From an optimization exercise on the open Yosys and OpenROAD flow, aimed at small area and a short achievable clock period; shortcuts taken in it are not production practice. In this exercise RTL edits were held to simulation tests only and were not proved equivalent to the original. Power and IR drop assume default switching activity.

==> flow/design.v <==
`timescale 1ns / 1ps
module AHB_Mul(  
    input HCLK,
    input HRESETn,
    input [31:0]M_AHB_0_haddr,
    input [2:0]M_AHB_0_hburst,
    input M_AHB_0_hmastlock,
    input [3:0]M_AHB_0_hprot,
    output reg [31:0]M_AHB_0_hrdata,
    output M_AHB_0_hready,
    output M_AHB_0_hresp,
    input [2:0]M_AHB_0_hsize,
    input [1:0]M_AHB_0_htrans,
    input [31:0]M_AHB_0_hwdata,
    input M_AHB_0_hwrite,
    output[3:0] led 
    );
    assign M_AHB_0_hready = 1'b1;
    assign M_AHB_0_hresp = 1'b0;
    reg [31:0] mem_A;    
    reg [31:0] mem_B;    
    reg [31:0] mem_C;    
    reg [31:0] mem_D;    
    reg [31:0] mem_E;    
    reg [31:0] mem_F;    
    reg [31:0] mem_G;    
    reg [31:0] mem_H;    
    reg[31:0] mem_I;   
    reg [1:0]   w_ctrl;  
    reg [1:0]   r_ctrl;  
    reg [3:0]   w_addr;  
    reg [3:0]   r_addr;  
    assign led[3:0] = mem_A[3:0];  
    always@(posedge HCLK)
    begin 
        if(!HRESETn)
        begin
            w_ctrl <= 2'b00;
            w_addr <= 4'h0;
        end
        else if(M_AHB_0_hwrite == 1'b1) 
        begin
        case(M_AHB_0_htrans)
            2'b00 :  
            begin
                w_ctrl <= 2'b00;
            end
            2'b01 :  
            begin
                w_ctrl <= 2'b01;
            end
            2'b10 :  
            begin
                w_ctrl <= 2'b10;
                w_addr <= M_AHB_0_haddr[5:2];
            end
            2'b11 :  
            begin
                w_ctrl <= 2'b11;
                w_addr <= M_AHB_0_haddr[5:2];
            end
        endcase
        end
        else
        begin
            w_ctrl <= 2'b00;  
        end
   end
    always@(posedge HCLK)  
    begin
    if(!HRESETn)
    begin
        mem_A <= 32'h0;
        mem_B <= 32'h0;
        mem_C <= 32'h0;
        mem_D <= 32'h0;
        mem_E <= 32'h0;
        mem_F <= 32'h0;
        mem_G <= 32'h0;
        mem_H <= 32'h0;
    end
    else
    case(w_ctrl)
        2'b00:  
        begin        
        end
        2'b01:  
        begin
        end
        2'b10:  
        begin
        case(w_addr)
            4'h0 : mem_A <= M_AHB_0_hwdata;
            4'h1 : mem_B <= M_AHB_0_hwdata;
            4'h2 : mem_C <= M_AHB_0_hwdata;
            4'h3 : mem_D <= M_AHB_0_hwdata;
            4'h4 : mem_E <= M_AHB_0_hwdata;
            4'h5 : mem_F <= M_AHB_0_hwdata;
            4'h6 : mem_G <= M_AHB_0_hwdata;
            4'h7 : mem_H <= M_AHB_0_hwdata;
        endcase
        end
        2'b11:  
        begin
        case(w_addr)
            4'h0 : mem_A <= M_AHB_0_hwdata;
            4'h1 : mem_B <= M_AHB_0_hwdata;
            4'h2 : mem_C <= M_AHB_0_hwdata;
            4'h3 : mem_D <= M_AHB_0_hwdata;
            4'h4 : mem_E <= M_AHB_0_hwdata;
            4'h5 : mem_F <= M_AHB_0_hwdata;
            4'h6 : mem_G <= M_AHB_0_hwdata;
            4'h7 : mem_H <= M_AHB_0_hwdata;
        endcase
        end
    endcase
    end
    always@(posedge HCLK) begin
        if (!HRESETn) begin
            r_ctrl <= 2'b00;
            r_addr <= 4'h0;
        end
        else if (M_AHB_0_hwrite == 1'b0) begin  
            case(M_AHB_0_htrans)
                2'b00 : r_ctrl <= 2'b00; 
                2'b01 : r_ctrl <= 2'b01; 
                2'b10 : 
                    begin
                        r_ctrl <= 2'b10; 
                        r_addr <= M_AHB_0_haddr[5:2];
                    end
                2'b11 :
                    begin
                        r_ctrl <= 2'b11; 
                        r_addr <= M_AHB_0_haddr[5:2];
                    end
            endcase
        end
        else begin
            r_ctrl <= 2'b00;  
        end
    end
    always@(*) begin
        case(r_addr)
            4'h0 : M_AHB_0_hrdata = mem_A;
            4'h1 : M_AHB_0_hrdata = mem_B;
            4'h2 : M_AHB_0_hrdata = mem_C;
            4'h3 : M_AHB_0_hrdata = mem_D;
            4'h4 : M_AHB_0_hrdata = mem_E;
            4'h5 : M_AHB_0_hrdata = mem_F;
            4'h6 : M_AHB_0_hrdata = mem_G;
            4'h7 : M_AHB_0_hrdata = mem_H;
            4'h8 : M_AHB_0_hrdata = mem_I;
            default : M_AHB_0_hrdata = 32'h0;
        endcase
    end
    always@(posedge HCLK) begin
        if (!HRESETn) begin
            mem_I <= 32'h1;
        end
        else
        case(w_ctrl) 
        2'b00 : begin end  
        2'b01 : begin end  
        2'b10 , 2'b11 : begin  
            case(w_addr)
                4'h0 : mem_I <= mem_I * M_AHB_0_hwdata;
                4'h1 : mem_I <= mem_I * M_AHB_0_hwdata;
                4'h2 : mem_I <= mem_I * M_AHB_0_hwdata;
                4'h3 : mem_I <= mem_I * M_AHB_0_hwdata;
                4'h4 : mem_I <= mem_I * M_AHB_0_hwdata;
                4'h5 : mem_I <= mem_I * M_AHB_0_hwdata;
                4'h6 : mem_I <= mem_I * M_AHB_0_hwdata;
                4'h7 : mem_I <= mem_I * M_AHB_0_hwdata;
                4'h8 : mem_I <= M_AHB_0_hwdata;
            endcase
        end
        endcase
    end
endmodule
==> flow/run.sh <==
#!/bin/bash
# synth_recipe.tcl (not shown) runs the flow's synth.tcl, then flattens the netlist and writes it again
# the make line also repeats each setting of config.mk as NAME=value (left out here)
make -C /OpenROAD-flow-scripts/flow DESIGN_CONFIG=/design/flow/config.mk WORK_HOME=/design/flow/orfs CLKGATE_MAP_FILE= SYNTH_SCRIPT=/design/flow/synth_recipe.tcl finish
==> flow/config.mk <==
export PLATFORM = sky130hd
export DESIGN_NAME = AHB_Mul
export DESIGN_NICKNAME = AHB_Mul
export VERILOG_FILES = /design/flow/design.v
export SDC_FILE = /design/flow/constraint.sdc
export NUM_CORES = 4
export LEC_CHECK = 0
export CAP_MARGIN = 20
export CORE_MARGIN = 2
export CORE_UTILIZATION = 40
export PLACE_DENSITY = 0.6
export SLEW_MARGIN = 20
==> flow/constraint.sdc <==
create_clock -name core_clock -period 10.0 [get_ports {HCLK}]
set_input_delay 2.0000 -clock core_clock [delete_from_list [all_inputs] [get_ports {HCLK}]]
set_output_delay 2.0000 -clock core_clock [all_outputs]
set_load 0.01 [all_outputs]
==> notes.md <==
- The run finished with no timing, DRC or antenna violations.
- In this run the number of H-tree levels came out at 1.
- The wire length of the first global-routing pass is roughly 140,000 um.
- The most critical setup path has its endpoint at mem_I[31].
- The number of gates on the worst path with buffers counted is 24.
- Data on the critical path is required at its endpoint by 10.43 ns.
- The number of optimization iterations in the first detailed-route pass is 5.
- After technology mapping, the gate count stands at approximately 3,400.
- The highest metal layer carrying signal wires in the routed design is met4.
- Dividing the detail-routed via count by the number of cells gives about 5.4.
- The clock edge transition at the registers on the reported setup and hold paths is ~0.060 ns.
- At the later pin of the worst-skew pair, clock insertion delay measures ~0.59 ns.
- After detailed routing, the average wire length per cell comes to approximately 21 um.
- No sink is reached through more buffers than the 3 on the longest clock path.
- The initial antenna violation count came to 5.
- Setup repair after global routing left no endpoint under its margin.
- The number of global-route vias before repair is approximately 24,000.
- The initial utilization of the core area, before any placement, comes to 0.4027.
- The most frequent cell on the critical path is sky130_fd_sc_hd__fa_1.
- The synthesized netlist contains 57 unique library cells.
- The tree built by TritonCTS fans out to 297 sinks.
- The power per standard cell area is 230.0 nW/um2.
- The critical path contains buffers and inverters numbering 5 combined.
- For this run, the slowest stage of the critical path takes roughly 0.74 ns.
- The standard-cell row count is just under 100.
- The leakage dissipation is ~0.013 uW.
- The flop-to-flop setup slack is around 2.2 ns.
- The slowest stage of the critical path belongs to the cell sky130_fd_sc_hd__clkdlybuf4s50_1.
- The final net count is ~3,900.
- The capturing element type of the critical path is a register.
- The startpoint identified for the worst register-to-register timing path is mem_I[10].
- In the final routing, the length of wire on met1 measures 40,490 um.
- The count of flip-flops with a built-in enable after synthesis is 0.
- The total area inside the core boundary comes to around 70,000 um2.
- The worst reg2reg path depth is 24.
- The launching element type of the critical path is an input pin.
- The HPWL after detailed placement is 63,320 um.
- In this run the remaining antenna-violating nets after routing total 0.
- Entering global routing, the biggest net connects around 140 pins.
- The total die area is a little over 70,000 um2.
- Grouping stages by cell kind, the critical path spends the most delay in adder cells.
- For the pin with the worst max-slew slack, the measured transition is about 1.1 ns.
- In the final layout, the share of cells above drive strength 1 is 0.05393.
- The design draws slightly above 7000 uW.
- The aggregate routed wire length is 90,140 um.
- Across every metal layer, demand over resource in global routing totals 0.2493.
- Synthesis produced a netlist with a net count of about 4,000.
- The endpoint identified for the worst register-to-register timing path is mem_I[31].
- Traced cell by cell, the critical path runs through clkdlybuf4s50_1 -> buf_12 -> and2_1 -> fa_1 -> fa_1 -> fa_1 -> inv_1 -> fa_1 -> inv_1 -> fa_1 -> fa_1 -> fa_1 -> fa_1 -> ha_1 -> nand2_1 -> nor2_1 -> a211oi_1 -> o21ai_0 -> o311ai_0 -> buf_4 -> a21oi_1 -> or4_1 -> nand3_1 -> a311oi_1.
- The die is between 200 and 300 um wide.
- The worst hold path belongs to the class register to register.
- The number of I/O port buffers is 75.
- The cts-stage hold buffer count is 0.
- The share of synthesized registers carrying an async set or reset is 0.
- The cell sitting at the root of the clock tree is a sky130_fd_sc_hd__clkbuf_16.
- The number of CTS-inserted buffers is 31.
- The dominant register cell in the synthesized netlist is sky130_fd_sc_hd__dfxtp_1.
- The portion of the clock cycle consumed by the worst path in the final layout is 0.9207.
- TritonCTS built the clock tree.
- The worst setup path category is input pin to register.
- The time the worst path needs with I/O delays and setup is just over 9 ns.
- The peak ir drop on the vdd network is about 0.23 mV.
- In the final timing run, aggregate negative setup slack is 0 ns.
- Across the run, the number of max-cap violations was 0.
- Setup violations remaining at the end of the flow were counted as 0.
- At the worst endpoint, the arrival time is around 9.6 ns.
- ~120 I/O pins were placed.
- The relative slew slack is 0.2946.
- Tracing the worst setup path back leads to its startpoint at M_AHB_0_hwdata[6].
- In this run the mean area of a mapped cell was between 8 and 9 um2.
- The routability-driven placement congestion ratio is ~0.86.
- Derived from the worst setup path, the maximum achievable clock frequency is roughly 0.11 GHz.
- The final routed DRC violation total is 0.
- In this run the worst path has a maximum fanout of 12.
- After synthesis the cells add up to 28,150 um2.
- The first routing iteration left slightly below 2,000 violations.
- The hold violation total from the final report was 0.
- After synthesis the netlist holds a flip-flop and latch count of just under 300.
- The wire length on met2 is 41,430 um.
- On the final layout, the worst clock skew is 0.02091 ns.
- The share of the Yosys chip area taken by registers is 0.2112.
- The max-slew violation count is 0.
- The area growth from synthesis to layout is 10.04%.
- After clock tree synthesis, the repair step resized 0 gates.
- For this run, the number of Yosys warnings is 1.
- Measured along the y axis, the die boundary spans 269.3 um.
- For this run the aggregate overflow at the end of global routing stands at 0.
- After clock tree synthesis, the setup repair step added 0 buffers.
- For this block, the via count after detailed routing is approximately 23,000.
- The routed length on met3 is roughly 5800 um.
==> layout by cell type, fill, tap and decap left out, drive strengths merged, types with 5 or more instances in the layout <==
| master | count |
|---|---|
| xnor2 | 61 |
| inv | 383 |
| a21boi | 15 |
| dfxtp | 297 |
| a21o | 14 |
| mux2i | 22 |
| nand2b | 10 |
| nor2b | 5 |
| fa | 408 |
| a221oi | 36 |
| a21oi | 293 |
| and2 | 315 |
| clkbuf | 45 |
| and3 | 21 |
| ha | 123 |
| o21ai | 34 |
| a22oi | 64 |
| a22o | 15 |
| nor3 | 14 |
| nand3 | 32 |
| clkdlybuf4s50 | 73 |
| o211ai | 5 |
| a31oi | 5 |
| a311oi | 15 |
| o22ai | 16 |
| buf | 110 |
| nand2 | 810 |
| xor2 | 18 |
| nor2 | 41 |
==> kinds of logic (layout without fill, tap and decap cells) <==
kind of cell / after synthesis / in the layout / share of synthesized area
other cells: 2 / 3 / 0.0002667
flops: 297 / 297 / 0.2112
compound gates: 537 / 537 / 0.1169
mux: 22 / 22 / 0.007821
fa+ha+maj: 531 / 531 / 0.3448
simple gates: 1268 / 1268 / 0.2050
buf+inv: 652 / 619 / 0.08839
xor+xnor: 80 / 80 / 0.02564
==> per-stage QoR <==
step | hold WS [ns] | setup slack (ns) | std cells | utilization | cell area [um2]
2_1_floorplan | 0.4336 | 1.278 | 3389 | - | 28150
3_3_place_gp | 0.4408 | 0.2812 | 4241 | 0.4287 | 29970
6_report | 0.4531 | 0.7927 | 4297 | 0.4432 | 30980
4_1_cts | 0.4543 | 0.8206 | 4296 | 0.4432 | 30980
5_1_grt | 0.4653 | 0.3207 | 4297 | 0.4432 | 30980
3_5_place_dp | 0.4443 | 0.2423 | 4241 | 0.4288 | 29980
==> flip-flops by register name, summed over array words and instances, names as in the netlist <==
signal	cells
w_ctrl	1
mem_H	32
r_addr	4
mem_C	32
mem_A	32
mem_I	32
mem_E	32
mem_D	32
mem_B	32
mem_F	32
w_addr	4
mem_G	32
==> cells in the mapped netlist, types with 2 or more instances <==
master | count | area [um2]
sky130_fd_sc_hd__nand3b_1 | 2 | 15.01
sky130_fd_sc_hd__mux2i_1 | 22 | 220.2
sky130_fd_sc_hd__fa_1 | 408 | 8168
sky130_fd_sc_hd__nand2_1 | 810 | 3040
sky130_fd_sc_hd__nand4b_1 | 2 | 17.52
sky130_fd_sc_hd__conb_1 | 2 | 7.510
sky130_fd_sc_hd__o21ai_0 | 34 | 170.2
sky130_fd_sc_hd__dfxtp_1 | 297 | 5946
sky130_fd_sc_hd__a21oi_1 | 293 | 1466
sky130_fd_sc_hd__nand2b_1 | 10 | 62.56
sky130_fd_sc_hd__a31oi_1 | 5 | 31.28
sky130_fd_sc_hd__a311o_1 | 2 | 20.02
sky130_fd_sc_hd__buf_1 | 8 | 30.03
sky130_fd_sc_hd__a211oi_1 | 3 | 22.52
sky130_fd_sc_hd__buf_2 | 14 | 70.07
sky130_fd_sc_hd__buf_4 | 6 | 45.04
sky130_fd_sc_hd__nand4_1 | 3 | 18.77
sky130_fd_sc_hd__ha_1 | 123 | 1539
sky130_fd_sc_hd__nor2b_1 | 5 | 31.28
sky130_fd_sc_hd__a21boi_0 | 15 | 112.6
sky130_fd_sc_hd__a22o_1 | 15 | 131.4
sky130_fd_sc_hd__o21a_1 | 4 | 30.03
sky130_fd_sc_hd__nor3_1 | 14 | 70.07
sky130_fd_sc_hd__xnor2_1 | 60 | 525.5
sky130_fd_sc_hd__o22ai_1 | 16 | 100.1
sky130_fd_sc_hd__inv_1 | 381 | 1430
sky130_fd_sc_hd__or3_1 | 4 | 25.02
sky130_fd_sc_hd__nor2_1 | 41 | 153.9
sky130_fd_sc_hd__o31ai_1 | 2 | 15.01
sky130_fd_sc_hd__and2_1 | 315 | 1971
sky130_fd_sc_hd__o211ai_1 | 5 | 37.54
sky130_fd_sc_hd__and3_1 | 21 | 131.4
sky130_fd_sc_hd__a311oi_1 | 15 | 131.4
sky130_fd_sc_hd__clkbuf_1 | 242 | 908.4
sky130_fd_sc_hd__or4_1 | 2 | 15.01
sky130_fd_sc_hd__a32oi_1 | 4 | 35.03
sky130_fd_sc_hd__xor2_1 | 18 | 157.7
sky130_fd_sc_hd__a22oi_1 | 64 | 480.5
sky130_fd_sc_hd__a221oi_1 | 36 | 315.3
sky130_fd_sc_hd__nand3_1 | 32 | 160.2
sky130_fd_sc_hd__o21bai_1 | 4 | 30.03
sky130_fd_sc_hd__or2_2 | 2 | 12.51
sky130_fd_sc_hd__a21o_1 | 14 | 105.1
==> power breakdown <==
part / switching, uW / internal [uW]
Sequential: 79.6 / 1210
Combinational: 2600 / 2060
Clock: 501 / 677
==> cell type report <==
cell class	count	area, um2
Multi-Input combinational cell	2440	19800
Antenna cell	1	2.502
Tap cell	940	1176
Sequential cell	297	5947
Clock inverter	10	135.1
Inverter	381	1438
Fill cell	7016	38920
Timing Repair Buffer	183	1614
Clock buffer	45	868.3
==> layer usage <==
| layer | global-route usage | vias up |
|---|---|---|
| met4 | 0.06345 | 0 |
| li1 | - | 10497 |
| met2 | 0.4044 | 793 |
| met5 | 0 | - |
| met1 | 0.3554 | 11629 |
| met3 | 0.02734 | 136 |
==> worst reg2reg max path, cell delays in order, from the launching register on <==
cell	delay, ns
sky130_fd_sc_hd__dfxtp_1	0.98
sky130_fd_sc_hd__and2_1	0.27
sky130_fd_sc_hd__fa_1	0.44
sky130_fd_sc_hd__fa_1	0.45
sky130_fd_sc_hd__fa_1	0.55
sky130_fd_sc_hd__inv_1	0.06
sky130_fd_sc_hd__fa_1	0.47
sky130_fd_sc_hd__inv_1	0.05
sky130_fd_sc_hd__fa_1	0.49
sky130_fd_sc_hd__inv_1	0.05
sky130_fd_sc_hd__fa_1	0.54
sky130_fd_sc_hd__inv_1	0.05
sky130_fd_sc_hd__fa_1	0.50
sky130_fd_sc_hd__fa_1	0.44
sky130_fd_sc_hd__ha_1	0.31
sky130_fd_sc_hd__a21oi_1	0.13
sky130_fd_sc_hd__nor2_1	0.05
sky130_fd_sc_hd__a211oi_1	0.34
sky130_fd_sc_hd__o21ai_0	0.22
sky130_fd_sc_hd__o311ai_0	0.37
sky130_fd_sc_hd__buf_4	0.18
sky130_fd_sc_hd__a21oi_1	0.07
sky130_fd_sc_hd__or4_1	0.46
sky130_fd_sc_hd__nand3_1	0.12
sky130_fd_sc_hd__a311oi_1	0.10
==> worst min path at each step <==
| stage | startpoint | endpoint | cells past startpoint |
|---|---|---|---|
| detailed placement | mem_A[21] | mem_A[21] | 2 |
| CTS | mem_A[14] | mem_A[14] | 2 |
| global route | mem_A[14] | mem_A[14] | 2 |
| global placement | mem_A[27] | mem_A[27] | 2 |
| finish | mem_A[14] | mem_A[14] | 2 |
| floorplan | mem_A[10] | mem_A[10] | 2 |

-- afterwards: timing with drivers on the ports --
Ports are ideal in the flow. The routed layout listed here was re-timed in OpenROAD.
Step 1: set_driving_cell puts a clkbuf_16 on HCLK and a buf_2 on each other input, an assumption about the parent block.
Step 2 also shifts input and output timing later by t, the mid clock arrival at the registers, as if the neighbouring blocks saw the same clock.
a / b / c = ideal / step 1 / step 2; a / b = the first two.
t (ns): 0.637
setup slack, ns: 0.793 / 0.826 / 0.189
hold WS [ns]: 0.453 / 0.453 / 0.453
worst setup path after step 2: input to register
worst register clock-pin slew, ns: 0.07 / 0.07
After both steps setup and hold are still met in this run. The setup slack of this run moves by +0.033 ns with the drivers and by -0.604 ns with both steps.
